Source: an optimization exercise on an open RTL-to-GDS flow (aim: small area). Production flows keep margins and buffers that such runs may drop. In this exercise RTL edits were held to simulation tests only and were not proved equivalent to the original. Power and IR drop assume default switching activity.

==> module DriverRGB, before the edit <==
module DriverRGB(input sysclk,
    input [31:0] red,
    input [31:0] green,
    input [31:0] blue,
    input [31:0] red2,
    input [31:0] green2,
    input [31:0] blue2,
    input [2:0] linesel,
    input rst,
    input send,
    input enable,
    output R1, G1, B1, R2, G2, B2,
    output reg [2:0] linesel_out,
    output reg data_clk,
    output reg regclk_out,
    output reg output_en,
    output ready
    );
    reg [31:0] wr, wg, wb, wr2, wg2, wb2;
    reg [2:0]  lin;
    reg [4:0]  bitcounter;    
    reg        b;
    reg        rdy;
    assign ready = rdy;
    wire st_idle    = rdy & (output_en | ~b);
    wire st_clkout  = ~data_clk & ~output_en & (~rdy | b);
    wire st_rega    = ~rdy & output_en & ~regclk_out & ~b;
    wire st_fin     = ~rdy & output_en & b;
    wire last       = &bitcounter;
    wire ld = st_idle & ~rst;
    wire sh = data_clk & ~last & ~rst;
    wire fl = ~st_idle & ~(data_clk & ~last) & ~rst;
    wire [31:0] nr, ng, nb, nr2, ng2, nb2;
    DriverRGB_sel3 s_r [30:1] (.a(red[30:1]), .sa(ld), .b(wr[31:2]), .sb(sh), .c(wr[30:1]), .sc(fl), .y(nr[30:1]));
    DriverRGB_sel3p s_r_0 (.a(red[0]), .sa(ld), .b(wr[1]), .sb(sh), .c(wr[0]), .sc(fl), .y(nr[0]));
    DriverRGB_sel2 s_r_31 (.a(red[31]), .s(ld), .c(wr[31]), .y(nr[31]));
    DriverRGB_sel3 s_g [30:1] (.a(green[30:1]), .sa(ld), .b(wg[31:2]), .sb(sh), .c(wg[30:1]), .sc(fl), .y(ng[30:1]));
    DriverRGB_sel3p s_g_0 (.a(green[0]), .sa(ld), .b(wg[1]), .sb(sh), .c(wg[0]), .sc(fl), .y(ng[0]));
    DriverRGB_sel2 s_g_31 (.a(green[31]), .s(ld), .c(wg[31]), .y(ng[31]));
    DriverRGB_sel3 s_b [30:1] (.a(blue[30:1]), .sa(ld), .b(wb[31:2]), .sb(sh), .c(wb[30:1]), .sc(fl), .y(nb[30:1]));
    DriverRGB_sel3p s_b_0 (.a(blue[0]), .sa(ld), .b(wb[1]), .sb(sh), .c(wb[0]), .sc(fl), .y(nb[0]));
    DriverRGB_sel2 s_b_31 (.a(blue[31]), .s(ld), .c(wb[31]), .y(nb[31]));
    DriverRGB_sel3 s_r2 [30:1] (.a(red2[30:1]), .sa(ld), .b(wr2[31:2]), .sb(sh), .c(wr2[30:1]), .sc(fl), .y(nr2[30:1]));
    DriverRGB_sel3p s_r2_0 (.a(red2[0]), .sa(ld), .b(wr2[1]), .sb(sh), .c(wr2[0]), .sc(fl), .y(nr2[0]));
    DriverRGB_sel2 s_r2_31 (.a(red2[31]), .s(ld), .c(wr2[31]), .y(nr2[31]));
    DriverRGB_sel3 s_g2 [30:1] (.a(green2[30:1]), .sa(ld), .b(wg2[31:2]), .sb(sh), .c(wg2[30:1]), .sc(fl), .y(ng2[30:1]));
    DriverRGB_sel3p s_g2_0 (.a(green2[0]), .sa(ld), .b(wg2[1]), .sb(sh), .c(wg2[0]), .sc(fl), .y(ng2[0]));
    DriverRGB_sel2 s_g2_31 (.a(green2[31]), .s(ld), .c(wg2[31]), .y(ng2[31]));
    DriverRGB_sel3 s_b2 [30:1] (.a(blue2[30:1]), .sa(ld), .b(wb2[31:2]), .sb(sh), .c(wb2[30:1]), .sc(fl), .y(nb2[30:1]));
    DriverRGB_sel3p s_b2_0 (.a(blue2[0]), .sa(ld), .b(wb2[1]), .sb(sh), .c(wb2[0]), .sc(fl), .y(nb2[0]));
    DriverRGB_sel2 s_b2_31 (.a(blue2[31]), .s(ld), .c(wb2[31]), .y(nb2[31]));
    always @(posedge sysclk) begin
        wr <= nr; wg <= ng; wb <= nb; wr2 <= nr2; wg2 <= ng2; wb2 <= nb2;
        lin <= ~((linesel & {3{st_idle}}) | (lin & {3{~st_idle}}));
    end
    assign R1 = wr[0];
    assign G1 = wg[0];
    assign B1 = wb[0];
    assign R2 = wr2[0];
    assign G2 = wg2[0];
    assign B2 = wb2[0];
    always @(posedge sysclk) begin
        if (rst) begin
            data_clk <= 0; regclk_out <= 0; output_en <= 1; rdy <= 1; b <= 0;
            linesel_out <= 0; bitcounter <= 0;
        end else begin
            data_clk   <= st_clkout;
            regclk_out <= st_rega;
            output_en  <= (output_en & ~rdy) | (data_clk & last);
            if (st_clkout) rdy <= 0;
            if (st_fin) rdy <= 1;
            b          <= (st_idle & send) | regclk_out | st_fin;
            bitcounter <= bitcounter + data_clk;
            if (st_rega)
                linesel_out <= ~lin;    
        end
    end
endmodule
==> flow/config.mk <==
export PLATFORM = sky130hd
export DESIGN_NAME = DriverRGB
export DESIGN_NICKNAME = DriverRGB
export VERILOG_FILES = /design/flow/design.v
export SDC_FILE = /design/flow/constraint.sdc
export NUM_CORES = 4
export LEC_CHECK = 0
export CAP_MARGIN = 10
export CORE_MARGIN = 2
export CORE_UTILIZATION = 40
export PLACE_DENSITY = 0.7
export SLEW_MARGIN = 10
export SYNTH_HIERARCHICAL = 1
export SYNTH_MINIMUM_KEEP_SIZE = 0
==> flow/constraint.sdc <==
create_clock -name core_clock -period 10.0 [get_ports {sysclk}]
set_input_delay 2.0000 -clock core_clock [delete_from_list [all_inputs] [get_ports {sysclk}]]
set_output_delay 2.0000 -clock core_clock [all_outputs]
set_load 0.01 [all_outputs]
standard.sh (not shown) runs the stock make flow with config.mk's settings and CLKGATE_MAP_FILE= SYNTH_SCRIPT=/design/flow/synth_recipe.tcl, a recipe that flattens the netlist after the stock synthesis.
==> flow/flow/run.sh <==
#!/bin/bash
set -euo pipefail
bash standard.sh "BUFFER_PORTS_ARGS=-buffer_cell sky130_fd_sc_hd__buf_1" \
  "CTS_ARGS=-sink_clustering_enable -repair_clock_nets -buf_list sky130_fd_sc_hd__clkbuf_4 -sink_clustering_size 12 -sink_clustering_max_diameter 90 -dont_use_dummy_load" \
  finish > orfs_make.log 2>&1
The baseline completed without violations.
==> next run, changes <==
--- a/flow/design.v
+++ b/flow/design.v
@@ -16,21 +16,20 @@
     output reg regclk_out,
     output reg output_en,
     output ready
     );
     reg [31:0] wr, wg, wb, wr2, wg2, wb2;
     reg [2:0]  lin;
-    reg [4:0]  bitcounter;    
-    reg        b;
+    reg [4:0]  bitcounter;
     reg        rdy;
     assign ready = rdy;
-    wire st_idle    = rdy & (output_en | ~b);
-    wire st_clkout  = ~data_clk & ~output_en & (~rdy | b);
-    wire st_rega    = ~rdy & output_en & ~regclk_out & ~b;
-    wire st_fin     = ~rdy & output_en & b;
-    wire last       = &bitcounter;
+    wire st_idle    = rdy & (output_en | ~bitcounter[0]);
+    wire st_clkout  = ~data_clk & ~output_en & (~rdy | bitcounter[0]);
+    wire st_rega    = ~rdy & output_en & ~regclk_out & ~bitcounter[1];
+    wire st_fin     = ~rdy & output_en & bitcounter[1];
+    wire last       = ~|bitcounter;
     wire ld = st_idle & ~rst;
     wire sh = data_clk & ~last & ~rst;
     wire fl = ~st_idle & ~(data_clk & ~last) & ~rst;
     wire [31:0] nr, ng, nb, nr2, ng2, nb2;
     DriverRGB_sel3 s_r [30:1] (.a(red[30:1]), .sa(ld), .b(wr[31:2]), .sb(sh), .c(wr[30:1]), .sc(fl), .y(nr[30:1]));
     DriverRGB_sel3p s_r_0 (.a(red[0]), .sa(ld), .b(wr[1]), .sb(sh), .c(wr[0]), .sc(fl), .y(nr[0]));
@@ -59,22 +58,24 @@
     assign B1 = wb[0];
     assign R2 = wr2[0];
     assign G2 = wg2[0];
     assign B2 = wb2[0];
     always @(posedge sysclk) begin
         if (rst) begin
-            data_clk <= 0; regclk_out <= 0; output_en <= 1; rdy <= 1; b <= 0;
+            data_clk <= 0; regclk_out <= 0; output_en <= 1; rdy <= 1;
             linesel_out <= 0; bitcounter <= 0;
         end else begin
             data_clk   <= st_clkout;
             regclk_out <= st_rega;
             output_en  <= (output_en & ~rdy) | (data_clk & last);
             if (st_clkout) rdy <= 0;
             if (st_fin) rdy <= 1;
-            b          <= (st_idle & send) | regclk_out | st_fin;
-            bitcounter <= bitcounter + data_clk;
+            if (st_idle)
+                bitcounter <= {4'b0, send};
+            else
+                bitcounter <= bitcounter + (data_clk | regclk_out);
             if (st_rega)
                 linesel_out <= ~lin;    
         end
     end
 endmodule
 module DriverRGB_sel3(input a, input sa, input b, input sb, input c, input sc, output y);
The new run passed the timing, design-rule and antenna checks. Sequential power fell by a few percent. Register-to-register slack is better by 0.22 ns. Worst hold slack degrades by 0.055 ns. Design area stays flat. Sequential share of layout area goes down by 0.34 points. Synthesized cell count barely changes. Non-clock buffer count rises by 1. Via count grows slightly. Critical path depth rises by 1. Setup slack improved by 0.15 ns. Sequential cell count came out lower by 1. Die area is about the same. Combinational power went down by roughly a tenth. Maximum frequency rises by a few percent.

port drivers added, routing unchanged:
The results above use ideal ports. As a check the final layouts listed here were re-extracted and re-timed, cells and wires unchanged.
Step 1, drivers: a clkbuf_16 drives sysclk and a buf_2 each remaining input, both assumed.
Step 2 times the ports against the registers' clock, not the clock port: input delays grow and output delays shrink by t, the midpoint of the rising clock arrivals with the driver on.
Three values: no drivers, after step 1, after step 2; two values: the first two.
run | t (ns) | setup slack, ns | latest minus earliest clock arrival (ns) | worst register clock-pin slew, ns
the first run | 0.603 | 5.742 / 5.752 / 5.149 | 0.060 / 0.059 | 0.12 / 0.12
the second run | 0.609 | 5.889 / 5.890 / 5.281 | 0.059 / 0.059 | 0.12 / 0.12
After both steps every run listed still meets setup and hold. The setup slack of the second run, which loses most, moves by +0.001 ns with the drivers and by -0.608 ns with both steps.
